This is an optimization exercise on Yosys and OpenROAD, whose aim is small area, a short achievable clock period and few clock cycles, not a production implementation.
Where RTL was checked, it was by simulation tests only, not by an equivalence proof against the original.
No activity file was given, so power comes from the tool's default toggle rates.

## JAM
module JAM (
input CLK,
input RST,
output reg [2:0] W,
output reg [2:0] J,
input [6:0] Cost,
output reg [3:0] MatchCount,
output reg [9:0] MinCost,
output reg Valid );
For scale: ~2200 cells after synthesis, ~460 flip-flops, ~30 I/O pins, ~24000 um^2 of cells after synthesis.
clock: 6.0 ns
lec_check: 0
abc_clock_period_in_ps: 2500
cap_margin: 20
core_margin: 2
core_utilization: 40
setup_slack_margin: 3.0
slew_margin: 20
run.sh (not shown) runs the stock make flow with config.mk's settings and CLKGATE_MAP_FILE= SYNTH_SCRIPT=/design/flow/synth_recipe.tcl, a recipe that flattens the netlist after the stock synthesis.
Testbench counts at the start, summed over its fixed seeds: cycles 3,348.
Next try:
--- a/flow/design.v
+++ b/flow/design.v
@@ -128,23 +128,24 @@
 wire       hpen  = hscan & s3pen;
 wire       hante = hscan & s3ante;
 wire       ha3   = hscan & s3a3;
 wire       specok = spec & npv & (nj == specj);
 wire       tlt   = s3rf | c_yB;
 wire       teq   = (yq == bestD);
 wire [7:0] nmask = tlt ? c3bit : teq ? (tmask | c3bit) : tmask;
 wire       tend  = s3v & s3t & s3rl & (W == 3'd7) & ~s0v;
+wire [7:0] remx = s0k ? (rem & ~(8'd1 << J)) : rem;
 reg  [7:0] rlow, remn, q1, q2, q3, q4;
 always @(*) begin
-    q1[0] = rem[0];
-    for (k = 1; k < 8; k = k + 1) q1[k] = q1[k-1] | rem[k];
-    rlow[0] = rem[0];
-    for (k = 1; k < 8; k = k + 1) rlow[k] = rem[k] & ~q1[k-1];
-    remn = rem & ~rlow;
+    q1[0] = remx[0];
+    for (k = 1; k < 8; k = k + 1) q1[k] = q1[k-1] | remx[k];
+    rlow[0] = remx[0];
+    for (k = 1; k < 8; k = k + 1) rlow[k] = remx[k] & ~q1[k-1];
+    remn = remx & ~rlow;
     q1[0] = remn[0]; q2[0] = 1'b0; q3[0] = 1'b0; q4[0] = 1'b0;
     for (k = 1; k < 8; k = k + 1) begin
         q1[k] = q1[k-1] | remn[k];
         q2[k] = q2[k-1] | (remn[k] & q1[k-1]);
         q3[k] = q3[k-1] | (remn[k] & q2[k-1]);
         q4[k] = q4[k-1] | (remn[k] & q3[k-1]);
     end
 end
@@ -253,34 +254,34 @@
             if (s0t) begin
                 if ((W == 3'd7) & (J == 3'd7)) begin
                     s0v <= 1'b0;
                 end else begin
                     J <= J + 3'd1;
                     if (J == 3'd7) W <= W + 3'd1;
                     s0lazy <= s0lazy & (J != 3'd7);
                 end
-            end else if (rem == 8'd0) begin
+            end else if (remx == 8'd0) begin
                 s0v <= 1'b0;
             end else begin
                 J <= rlowi;
                 rem <= remn;
                 s0k <= 1'b0;
                 s0trr <= s0k;
                 s0last <= (remn == 8'd0);
                 s0pen <= q1[7] & ~q2[7];
                 s0ante <= q2[7] & ~q3[7];
                 s0a3 <= q3[7] & ~q4[7];
             end
         end
         case (ph)
         PH_HUNG: begin
             if ((ha3 | hante | hpen) & ~spec & npv) begin
                 W <= np; J <= nj;
-                rem <= nrem;
+                rem <= ~used;
                 s0v <= 1'b1; s0k <= 1'b1; s0first <= 1'b0; s0last <= 1'b0; s0trr <= 1'b0;
                 s0lazy <= 1'b0; s0zero <= 1'b0; s0pen <= 1'b0; s0ante <= 1'b0; s0a3 <= 1'b0;
                 spec <= 1'b1;
                 specj <= nj;
             end
             if (hend) spec <= 1'b0;
             if (hend & specok) begin
                 used <= nused;
@@ -290,17 +291,17 @@
                     s1v <= 1'b0;
                     s2v <= 1'b0;
                     s3v <= 1'b0;
                 end
                 if (npv) begin
                     used <= nused;
                     j0 <= {1'b0, nj};
                     W <= np; J <= nj;
-                    rem <= nrem;
+                    rem <= ~used;
                     s0v <= 1'b1; s0k <= 1'b1; s0first <= 1'b0; s0last <= 1'b0; s0trr <= 1'b0;
                     s0lazy <= 1'b0; s0zero <= 1'b0; s0pen <= 1'b0; s0ante <= 1'b0; s0a3 <= 1'b0;
                 end else begin
                     ph <= PH_AUG;
                     early <= 1'b1;
                     used <= 8'd0;
                     j0 <= ROOT;
                     W <= (i == 3'd7) ? 3'd0 : i + 3'd1;
Effect: Total power came out lower by 3.7%. Setup slack loses 0.049 ns. Clock power drops by about 8%. Sequential power barely changes. Worst hold slack got worse by 0.0055 ns. Combinational power goes down by 10%. Routed wire length is higher by about 0.35%. Sequential share of layout area went up by 0.17 points. Utilization is lower by 0.30 points. Via count stays flat. Count of clock-buffer cells in the layout rises by 14. Clock skew rose by 0.0051 ns. First-iteration DRC count goes down by 7.8%.
For the second run of this note, only the layout was checked, not whether the RTL still works.

========
Setup of gamma:
JAM, a different RTL version from the one above (not shown whole).
Size: ~2200 cells after synthesis, about 460 flip-flops.
Settings: LEC_CHECK=0, ABC_CLOCK_PERIOD_IN_PS=2500, CAP_MARGIN=20, CORE_MARGIN=2, CORE_UTILIZATION=40, SETUP_SLACK_MARGIN=3.0, SLEW_MARGIN=20; clock period 6.0 ns.
gamma: all stages complete, timing, DRC and antenna checks passed
Testbench counts of gamma, summed over its fixed seeds: cycles 3,348.
Input changes introduced in epsilon (baseline for comparison: gamma):
-- flow/design.v --
<<< gamma, line 100
wire [8:0] yfull = {2'b00, cost_q} + wq;
wire [7:0] ysat  = (yfull[8] | yfull[7]) ? 8'h80 : {1'b0, yfull[6:0]};
wire       c_yB = yq < bestD;
wire       c_MB = Mq2 < bestD;
wire       c_yM = yq < Mq2;
wire       upd  = s3first | c_yM;
wire       take = s3trr | (upd ? c_yB : c_MB);
>>> epsilon, line 100
wire [8:0] yfull = {2'b00, cost_q} + wq;
wire [7:0] ysat  = (yfull[8] | yfull[7]) ? 8'h80 : {1'b0, yfull[6:0]};
function lt8;
    input [7:0] x, y;
    reg         l;
    integer     n;
    begin
        l = 1'b0;
        for (n = 0; n < 8; n = n + 1) l = (~x[n] & y[n]) | (~(x[n] & ~y[n]) & l);
        lt8 = l;
    end
endfunction
wire       c_yB = lt8(yq, bestD);
wire       c_MB = lt8(Mq2, bestD);
wire       c_yM = lt8(yq, Mq2);
wire       upd  = s3first | c_yM;
wire       take = s3trr | (upd ? c_yB : c_MB);
<<< gamma, line 147
wire [3:0] jw   = {jwc == ja, jwc};
wire       augd = (ph == PH_AUG) & jw[3];
wire       rowend = (ph == PH_HUNG) & hend & ~specok & ~npv;
reg        early;
always @(posedge CLK) begin
    s1k <= s0k; s1first <= s0first; s1last <= s0last; s1trr <= s0trr;
>>> epsilon, line 157
wire [3:0] jw   = {jwc == ja, jwc};
wire       augd = (ph == PH_AUG) & jw[3];
always @(posedge CLK) begin
    s1k <= s0k; s1first <= s0first; s1last <= s0last; s1trr <= s0trr;
<<< gamma, line 190
        ja    <= jw[2:0];
    end
    if (rowend) usedprev <= used;
    if (augd) begin
        Dprev    <= bestD[6:0];
    end
>>> epsilon, line 198
        ja    <= jw[2:0];
    end
    if (augd) begin
        usedprev <= used;
        Dprev    <= bestD[6:0];
    end
<<< gamma, line 231
        s0v <= 1'b1; s0k <= 1'b0; s0first <= 1'b1; s0last <= 1'b0; s0trr <= 1'b1;
        s0lazy <= 1'b0; s0zero <= 1'b1; s0t <= 1'b0;
        s0pen <= 1'b0; s0ante <= 1'b0; s0a3 <= 1'b0; spec <= 1'b0; early <= 1'b0;
        rem <= 8'hFE;
        i <= 3'd0; j0 <= ROOT;
>>> epsilon, line 239
        s0v <= 1'b1; s0k <= 1'b0; s0first <= 1'b1; s0last <= 1'b0; s0trr <= 1'b1;
        s0lazy <= 1'b0; s0zero <= 1'b1; s0t <= 1'b0;
        s0pen <= 1'b0; s0ante <= 1'b0; s0a3 <= 1'b0; spec <= 1'b0;
        rem <= 8'hFE;
        i <= 3'd0; j0 <= ROOT;
<<< gamma, line 290
                    s0lazy <= 1'b0; s0zero <= 1'b0; s0pen <= 1'b0; s0ante <= 1'b0; s0a3 <= 1'b0;
                end else begin
                    ph <= PH_AUG;
                    early <= 1'b1;
                    used <= 8'd0;
                    j0 <= ROOT;
                    W <= (i == 3'd7) ? 3'd0 : i + 3'd1;
                    J <= 3'd0;
                    s0v <= 1'b1; s0k <= 1'b0; s0first <= 1'b1; s0last <= 1'b0; s0trr <= 1'b1;
                    s0lazy <= 1'b1; s0zero <= 1'b0; s0pen <= 1'b0; s0ante <= 1'b0; s0a3 <= 1'b0;
                    rem <= 8'hFE;
                    if (i == 3'd7) begin
                        s0t <= 1'b1; s0first <= 1'b0; s0trr <= 1'b0;
                    end
                end
            end
>>> epsilon, line 298
                    s0lazy <= 1'b0; s0zero <= 1'b0; s0pen <= 1'b0; s0ante <= 1'b0; s0a3 <= 1'b0;
                end else begin
                    s0v <= 1'b0;
                    ph <= PH_AUG;
                end
            end
<<< gamma, line 307
        PH_AUG: begin
            pv[ja] <= 1'b1;
            early <= 1'b0;
            if (early & ~jw[3]) begin
                s0v <= 1'b0;
                s1v <= 1'b0;
            end
            if (jw[3] & early) begin
                MinCost <= MinCost + {2'd0, bestD};
                if (i == 3'd7) ph <= PH_TIGHT;
                else begin
                    ph <= PH_HUNG;
                    i <= i + 3'd1;
                end
            end else if (jw[3]) begin
                MinCost <= MinCost + {2'd0, bestD};
                used <= 8'd0;
>>> epsilon, line 305
        PH_AUG: begin
            pv[ja] <= 1'b1;
            if (jw[3]) begin
                MinCost <= MinCost + {2'd0, bestD};
                used <= 8'd0;
Findings:
Looking at wire length of the first global-routing pass across both flows, epsilon is the stronger of the two, with gamma trailing.
From gamma to epsilon the numbers moved as follows: final-layout non-clock buffer area share shows a reduction of 0.69 points; worst path setup slack after routing shows a reduction of 0.050 ns; post-layout net count shows a reduction of 23.
epsilon vs. gamma: global-route met1 utilization went down by 1.5 points, period utilization went up by 0.84 points.
Compared to gamma, epsilon has cell count along the critical path 2 lower.
Looking at multi-input gate share of total cell area, epsilon sits 0.17 points above gamma.
Cell area: epsilon better than gamma
Changes observed in epsilon relative to gamma: post-DP HPWL stayed essentially flat, core utilization dropped 0.53 points.
Testbench counts of epsilon, summed over its fixed seeds: cycles 3,418.

========
The RTL this note starts from:
==> flow/design.v <==
module JAM (
input CLK,
input RST,
output reg [2:0] W,
output reg [2:0] J,
input [6:0] Cost,
output reg [3:0] MatchCount,
output reg [9:0] MinCost,
output reg Valid );
localparam [2:0] PH_HUNG = 3'd0, PH_AUG = 3'd1, PH_TIGHT = 3'd2, PH_RES = 3'd3,
                 PH_RYS = 3'd4, PH_DONE = 3'd5;
localparam [3:0] ROOT = 4'b1000;
integer k;
reg [2:0] ph;
reg       s0v, s0k, s0first, s0last, s0trr, s0lazy, s0zero, s0t, s0pen, s0ante;
reg       spec;            
reg [2:0] specj;
reg [7:0] rem;
reg [2:0] i;             
reg [3:0] j0;            
reg [7:0] used, usedprev;
reg [6:0] Dprev;
reg [8:0] K;
reg [7:0] bestD;         
reg [2:0] bj, bp;
reg       bpv;
reg [7:0] tmask;
reg [2:0] ja;
reg [7:0] M   [0:7];     
reg [6:0] w   [0:7];     
reg [2:0] way [0:7];     
reg [2:0] p   [0:7];
reg [7:0] pv;
reg [7:0] mrd;
reg [6:0] wrd;
reg       s1v, s1k, s1first, s1last, s1trr, s1lazy, s1zero, s1t, s1pen, s1ante;
reg [2:0] s1c;
reg       s2v, s2k, s2first, s2last, s2trr, s2t, s2pen, s2ante;
reg [2:0] s2c;
reg [6:0] cost_q;
reg       upq;
reg [8:0] wq;
reg [7:0] Mq1;
reg       s3v, s3k, s3first, s3last, s3trr, s3t, s3pen, s3ante;
reg [2:0] s3c;
wire      s3rf = (s3c == 3'd0);
wire      s3rl = (s3c == 3'd7);
reg [7:0] yq, Mq2;
reg [2:0] pq;
reg       pvq;
reg [7:0] Rm, Cm, xq;
reg       sgnk;
reg       rlast;
reg       pvld, plast, ppar;
reg [3:0] pq03, pq47;
reg       pvld2, plast2, ppar2;
reg  [7:0] rowb [0:7];
reg  [7:0] F, Fcols;
always @(*) begin
    F = 8'd0; Fcols = 8'd0;
    for (k = 0; k < 8; k = k + 1) begin
        rowb[k] = {M[7][k], M[6][k], M[5][k], M[4][k], M[3][k], M[2][k], M[1][k], M[0][k]} & Cm;
        if (Rm[k] & (rowb[k] != 8'd0) & ((rowb[k] & (rowb[k] - 8'd1)) == 8'd0)) begin
            F[k] = 1'b1;
            Fcols = Fcols | rowb[k];
        end
    end
end
wire [7:0] xn   = ((xq | ~Cm) + 8'd1) & Cm;
function [3:0] pop8;
    input [7:0] b;
    reg [1:0] f0, f1, h0, f2, f3, h1, h2;
    begin
        f0 = b[0] + b[1] + b[2];             
        f1 = b[3] + b[4] + b[5];
        h0 = b[6] + b[7];
        f2 = f0[0] + f1[0] + h0[0];          
        f3 = f0[1] + f1[1] + h0[1];          
        h1 = f2[1] + f3[0];                  
        h2 = f3[1] + h1[1];                  
        pop8 = {h2[1], h2[0], h1[0], f2[0]};
    end
endfunction
reg [3:0] fac [0:7];
reg [3:0] fq  [0:7];
always @(*) begin
    for (k = 0; k < 8; k = k + 1)
        fac[k] = Rm[k] ? pop8({M[7][k], M[6][k], M[5][k], M[4][k], M[3][k], M[2][k], M[1][k], M[0][k]} & xq) : 4'd1;
end
wire [3:0] pr01 = fq[0] * fq[1];
wire [3:0] pr23 = fq[2] * fq[3];
wire [3:0] pr45 = fq[4] * fq[5];
wire [3:0] pr67 = fq[6] * fq[7];
wire [3:0] pr03 = pr01 * pr23;
wire [3:0] pr47 = pr45 * pr67;
wire [3:0] prod = pq03 * pq47;
wire [6:0] wl    = upq ? (wrd + Dprev - mrd[6:0]) : wrd;
wire [8:0] wk    = (s1k | s1first | s1t) ? {2'b00, wl} : ({2'b00, wrd} + K);
wire [8:0] knew  = {1'b0, bestD} - {2'b00, Cost} - {2'b00, wrd};
wire [8:0] yfull = {2'b00, cost_q} + wq;
wire [7:0] ysat  = (yfull[8] | yfull[7]) ? 8'h80 : {1'b0, yfull[6:0]};
wire       c_yB = yq < bestD;
wire       c_MB = Mq2 < bestD;
wire       c_yM = yq < Mq2;
wire       upd  = s3first | c_yM;
wire       take = s3trr | (upd ? c_yB : c_MB);
wire [7:0] nD   = take ? (upd ? yq : Mq2) : bestD;
wire [7:0] c3bit = 8'd1 << s3c;
wire [2:0] nj   = take ? s3c : bj;
wire [7:0] bjbit  = 8'd1 << bj;
wire [7:0] nbit   = take ? c3bit : bjbit;
wire [7:0] nused  = take ? (used | c3bit) : (used | bjbit);
wire [7:0] nrem   = take ? (~used & ~c3bit) : (~used & ~bjbit);
wire [2:0] np   = take ? pq  : bp;
wire       npv  = take ? pvq : bpv;
wire       hscan = s3v & ~s3k & ~s3t;
wire       hend  = hscan & s3last;
wire       hpen  = hscan & s3pen;
wire       hante = hscan & s3ante;
wire       specok = spec & npv & (nj == specj);
wire       tlt   = s3rf | c_yB;
wire       teq   = (yq == bestD);
wire [7:0] nmask = tlt ? c3bit : teq ? (tmask | c3bit) : tmask;
wire       tend  = s3v & s3t & s3rl & (W == 3'd7) & ~s0v;
wire [7:0] rlow  = rem & (~rem + 8'd1);
reg  [2:0] rlowi;
always @(*) begin
    rlowi = 3'd0;
    for (k = 7; k >= 0; k = k - 1) if (rlow[k]) rlowi = k;
end
wire [7:0] remn = rem & ~rlow;
wire [2:0] jwc  = way[ja];
wire [3:0] jw   = {jwc == ja, jwc};
wire       augd = (ph == PH_AUG) & jw[3];
always @(posedge CLK) begin
    s1k <= s0k; s1first <= s0first; s1last <= s0last; s1trr <= s0trr;
    s1lazy <= s0lazy; s1zero <= s0zero; s1t <= s0t;
    s1c <= J; s1pen <= s0pen; s1ante <= s0ante;
    s2k <= s1k; s2first <= s1first; s2last <= s1last; s2trr <= s1trr;
    s2t <= s1t; s2c <= s1c; s2pen <= s1pen; s2ante <= s1ante;
    s3k <= s2k; s3first <= s2first; s3last <= s2last; s3trr <= s2trr;
    s3t <= s2t; s3c <= s2c; s3pen <= s2pen; s3ante <= s2ante;
    mrd <= M[J];
    wrd <= s0zero ? 7'd0 : w[J];
    upq <= s0lazy & usedprev[J];
    cost_q <= Cost;
    if (s1v & s1k) K <= knew;
    wq     <= wk;
    Mq1    <= mrd;
    if (s1v & (s1zero | s1lazy)) w[s1c] <= wl;
    yq  <= ysat;
    Mq2 <= Mq1;
    pq  <= p[s2c];
    pvq <= pv[s2c];
    if (hscan) begin
        if (upd) begin
            M[s3c]   <= yq;
            way[s3c] <= j0[3] ? s3c : j0[2:0];
        end
        bestD <= nD;
        bj    <= nj;
        bp    <= np;
        bpv   <= npv;
    end
    if (hend) ja <= nj;
    if (s3v & s3t) begin
        if (tlt) bestD <= yq;
        tmask <= nmask;
        if (s3rl)
            for (k = 0; k < 8; k = k + 1) M[k] <= {M[k][6:0], nmask[k]};
    end
    if (ph == PH_AUG) begin
        p[ja] <= jw[3] ? i : p[jw[2:0]];
        ja    <= jw[2:0];
    end
    if (augd) begin
        usedprev <= used;
        Dprev    <= bestD[6:0];
    end
    if (tend) begin
        Rm <= 8'hFF;
        Cm <= 8'hFF;
    end
    if (ph == PH_RES) begin
        Rm <= Rm & ~F;
        Cm <= Cm & ~Fcols;
        xq    <= 8'd0;
        sgnk  <= ^Cm;
        rlast <= 1'b0;
        pvld  <= 1'b0;
        plast <= 1'b0;
        pvld2  <= 1'b0;
        plast2 <= 1'b0;
        MatchCount <= 4'd0;
    end
    if (ph == PH_RYS) begin
        if (~rlast) xq <= xn;
        if (xq == Cm) rlast <= 1'b1;
        pvld   <= ~rlast;
        plast  <= ~rlast & (xq == Cm);
        pvld2  <= pvld;
        plast2 <= plast;
        if (pvld2) MatchCount <= MatchCount + (ppar2 ? (4'd0 - prod) : prod);
    end
    for (k = 0; k < 8; k = k + 1) fq[k] <= fac[k];
    pq03 <= pr03;
    pq47 <= pr47;
    ppar  <= (^xq) ^ sgnk;
    ppar2 <= ppar;
end
always @(posedge CLK or posedge RST) begin
    if (RST) begin
        ph <= PH_HUNG;
        W <= 3'd0; J <= 3'd0;
        s0v <= 1'b1; s0k <= 1'b0; s0first <= 1'b1; s0last <= 1'b0; s0trr <= 1'b1;
        s0lazy <= 1'b0; s0zero <= 1'b1; s0t <= 1'b0;
        s0pen <= 1'b0; s0ante <= 1'b0; spec <= 1'b0;
        rem <= 8'hFE;
        i <= 3'd0; j0 <= ROOT;
        used <= 8'd0;
        pv <= 8'd0;
        s1v <= 1'b0; s2v <= 1'b0; s3v <= 1'b0;
        MinCost <= 10'd0; Valid <= 1'b0;
    end else begin
        s1v <= s0v; s2v <= s1v; s3v <= s2v;
        if (s0v) begin
            if (s0t) begin
                if ((W == 3'd7) & (J == 3'd7)) begin
                    s0v <= 1'b0;
                end else begin
                    J <= J + 3'd1;
                    if (J == 3'd7) W <= W + 3'd1;
                    s0lazy <= s0lazy & (J != 3'd7);
                end
            end else if (rem == 8'd0) begin
                s0v <= 1'b0;
            end else begin
                J <= rlowi;
                rem <= remn;
                s0k <= 1'b0;
                s0trr <= s0k;
                s0last <= (remn == 8'd0);
                s0pen <= (remn != 8'd0) & ((remn & (remn - 8'd1)) == 8'd0);
                s0ante <= (remn != 8'd0) & ((remn & (remn - 8'd1)) != 8'd0) &
                          (((remn & (remn - 8'd1)) & ((remn & (remn - 8'd1)) - 8'd1)) == 8'd0);
            end
        end
        case (ph)
        PH_HUNG: begin
            if ((hante | (hpen & ~spec)) & npv) begin
                W <= np; J <= nj;
                rem <= nrem;
                s0v <= 1'b1; s0k <= 1'b1; s0first <= 1'b0; s0last <= 1'b0; s0trr <= 1'b0;
                s0lazy <= 1'b0; s0zero <= 1'b0; s0pen <= 1'b0; s0ante <= 1'b0;
                spec <= 1'b1;
                specj <= nj;
            end
            if (hend) spec <= 1'b0;
            if (hend & specok) begin
                used <= nused;
                j0 <= {1'b0, nj};
            end else if (hend) begin
                if (spec) begin
                    s1v <= 1'b0;
                    s2v <= 1'b0;
                end
                if (npv) begin
                    used <= nused;
                    j0 <= {1'b0, nj};
                    W <= np; J <= nj;
                    rem <= nrem;
                    s0v <= 1'b1; s0k <= 1'b1; s0first <= 1'b0; s0last <= 1'b0; s0trr <= 1'b0;
                    s0lazy <= 1'b0; s0zero <= 1'b0; s0pen <= 1'b0; s0ante <= 1'b0;
                end else begin
                    s0v <= 1'b0;
                    ph <= PH_AUG;
                end
            end
        end
        PH_AUG: begin
            pv[ja] <= 1'b1;
            if (jw[3]) begin
                MinCost <= MinCost + {2'd0, bestD};
                used <= 8'd0;
                j0 <= ROOT;
                W <= (i == 3'd7) ? 3'd0 : i + 3'd1;
                J <= 3'd0;
                s0v <= 1'b1; s0k <= 1'b0; s0first <= 1'b1; s0last <= 1'b0; s0trr <= 1'b1;
                s0lazy <= 1'b1; s0zero <= 1'b0; s0pen <= 1'b0; s0ante <= 1'b0;
                rem <= 8'hFE;
                if (i == 3'd7) begin
                    ph <= PH_TIGHT;
                    s0t <= 1'b1; s0first <= 1'b0; s0trr <= 1'b0;
                end else begin
                    ph <= PH_HUNG;
                    i <= i + 3'd1;
                end
            end
        end
        PH_TIGHT: begin
            if (tend) ph <= PH_RES;
        end
        PH_RES: begin
            if (F == 8'd0) ph <= PH_RYS;
        end
        PH_RYS: begin
            if (plast2) begin
                ph <= PH_DONE;
                Valid <= 1'b1;
            end
        end
        default: ;
        endcase
    end
end
endmodule
make LEC_CHECK=0 ABC_CLOCK_PERIOD_IN_PS=2500 CAP_MARGIN=20 CORE_MARGIN=2 CORE_UTILIZATION=40 SETUP_SLACK_MARGIN=3.0 SLEW_MARGIN=20 finish   # period 6.0 ns
Testbench counts at the start, summed over its fixed seeds: cycles 3,489.
Change:
--- a/flow/design.v
+++ b/flow/design.v
@@ -96,15 +96,25 @@
 wire [3:0] prod = pq03 * pq47;
 wire [6:0] wl    = upq ? (wrd + Dprev - mrd[6:0]) : wrd;
 wire [8:0] wk    = (s1k | s1first | s1t) ? {2'b00, wl} : ({2'b00, wrd} + K);
 wire [8:0] knew  = {1'b0, bestD} - {2'b00, Cost} - {2'b00, wrd};
 wire [8:0] yfull = {2'b00, cost_q} + wq;
 wire [7:0] ysat  = (yfull[8] | yfull[7]) ? 8'h80 : {1'b0, yfull[6:0]};
-wire       c_yB = yq < bestD;
-wire       c_MB = Mq2 < bestD;
-wire       c_yM = yq < Mq2;
+function lt8;
+    input [7:0] x, y;
+    reg         l;
+    integer     n;
+    begin
+        l = 1'b0;
+        for (n = 0; n < 8; n = n + 1) l = (~x[n] & y[n]) | (~(x[n] & ~y[n]) & l);
+        lt8 = l;
+    end
+endfunction
+wire       c_yB = lt8(yq, bestD);
+wire       c_MB = lt8(Mq2, bestD);
+wire       c_yM = lt8(yq, Mq2);
 wire       upd  = s3first | c_yM;
 wire       take = s3trr | (upd ? c_yB : c_MB);
 wire [7:0] nD   = take ? (upd ? yq : Mq2) : bestD;
 wire [7:0] c3bit = 8'd1 << s3c;
 wire [2:0] nj   = take ? s3c : bj;
 wire [7:0] bjbit  = 8'd1 << bj;
@@ -119,19 +129,31 @@
 wire       hante = hscan & s3ante;
 wire       specok = spec & npv & (nj == specj);
 wire       tlt   = s3rf | c_yB;
 wire       teq   = (yq == bestD);
 wire [7:0] nmask = tlt ? c3bit : teq ? (tmask | c3bit) : tmask;
 wire       tend  = s3v & s3t & s3rl & (W == 3'd7) & ~s0v;
-wire [7:0] rlow  = rem & (~rem + 8'd1);
+reg  [7:0] rlow, remn, q1, q2, q3;
+always @(*) begin
+    q1[0] = rem[0];
+    for (k = 1; k < 8; k = k + 1) q1[k] = q1[k-1] | rem[k];
+    rlow[0] = rem[0];
+    for (k = 1; k < 8; k = k + 1) rlow[k] = rem[k] & ~q1[k-1];
+    remn = rem & ~rlow;
+    q1[0] = remn[0]; q2[0] = 1'b0; q3[0] = 1'b0;
+    for (k = 1; k < 8; k = k + 1) begin
+        q1[k] = q1[k-1] | remn[k];
+        q2[k] = q2[k-1] | (remn[k] & q1[k-1]);
+        q3[k] = q3[k-1] | (remn[k] & q2[k-1]);
+    end
+end
 reg  [2:0] rlowi;
 always @(*) begin
     rlowi = 3'd0;
     for (k = 7; k >= 0; k = k - 1) if (rlow[k]) rlowi = k;
 end
-wire [7:0] remn = rem & ~rlow;
 wire [2:0] jwc  = way[ja];
 wire [3:0] jw   = {jwc == ja, jwc};
 wire       augd = (ph == PH_AUG) & jw[3];
 always @(posedge CLK) begin
     s1k <= s0k; s1first <= s0first; s1last <= s0last; s1trr <= s0trr;
     s1lazy <= s0lazy; s1zero <= s0zero; s1t <= s0t;
@@ -237,15 +259,14 @@
             end else begin
                 J <= rlowi;
                 rem <= remn;
                 s0k <= 1'b0;
                 s0trr <= s0k;
                 s0last <= (remn == 8'd0);
-                s0pen <= (remn != 8'd0) & ((remn & (remn - 8'd1)) == 8'd0);
-                s0ante <= (remn != 8'd0) & ((remn & (remn - 8'd1)) != 8'd0) &
-                          (((remn & (remn - 8'd1)) & ((remn & (remn - 8'd1)) - 8'd1)) == 8'd0);
+                s0pen <= q1[7] & ~q2[7];
+                s0ante <= q2[7] & ~q3[7];
             end
         end
         case (ph)
         PH_HUNG: begin
             if ((hante | (hpen & ~spec)) & npv) begin
                 W <= np; J <= nj;
=> Cell area rises by 1.1%. First-iteration DRC count rises by about 24%. Total power rises by 5.2%. Synthesized cell count rises by about 1%. Routed wire length rises by about 2.8%. Clock power rises by about 10%.
The RTL of the second run of this note was laid out without a check of its function.

[what the ideal ports hide]
No port has a modelled driver above. Below, the same layouts with a new extraction and two added sets of constraints. Step 1 sets driving cells, clkbuf_16 on the clock port and buf_2 on the other inputs (assumed; they add their load-dependent delay and slew). Step 2 adds t to the input delays and takes it off the output delays; t is the mean of the earliest and latest rising clock arrival at the registers after step 1. Input paths then give back, and output paths get back, about the clock's delay inside the block. Three values: no drivers, after step 1, after step 2; two values: the first two.
run | shift t [ns] | slack for setup (ns) | latest minus earliest clock arrival (ns)
the first run of note 1 | 0.654 | 2.898 / 2.898 / 2.486 | 0.035 / 0.034
the second run of note 1 | 0.657 | 2.849 / 2.849 / 2.474 | 0.042 / 0.042
gamma | 0.662 | 2.976 / 2.976 / 2.465 | 0.034 / 0.034
epsilon | 0.652 | 2.926 / 2.926 / 2.470 | 0.019 / 0.020
the first run of note 3 | 0.663 | 3.061 / 3.061 / 2.460 | 0.018 / 0.019
the second run of note 3 | 0.667 | 3.029 / 3.029 / 2.404 | 0.035 / 0.035
After both steps every run listed still meets setup and hold. For the second run of note 3, which loses most, drivers alone change the setup slack by 0.000 ns; drivers and shift together by -0.625 ns.
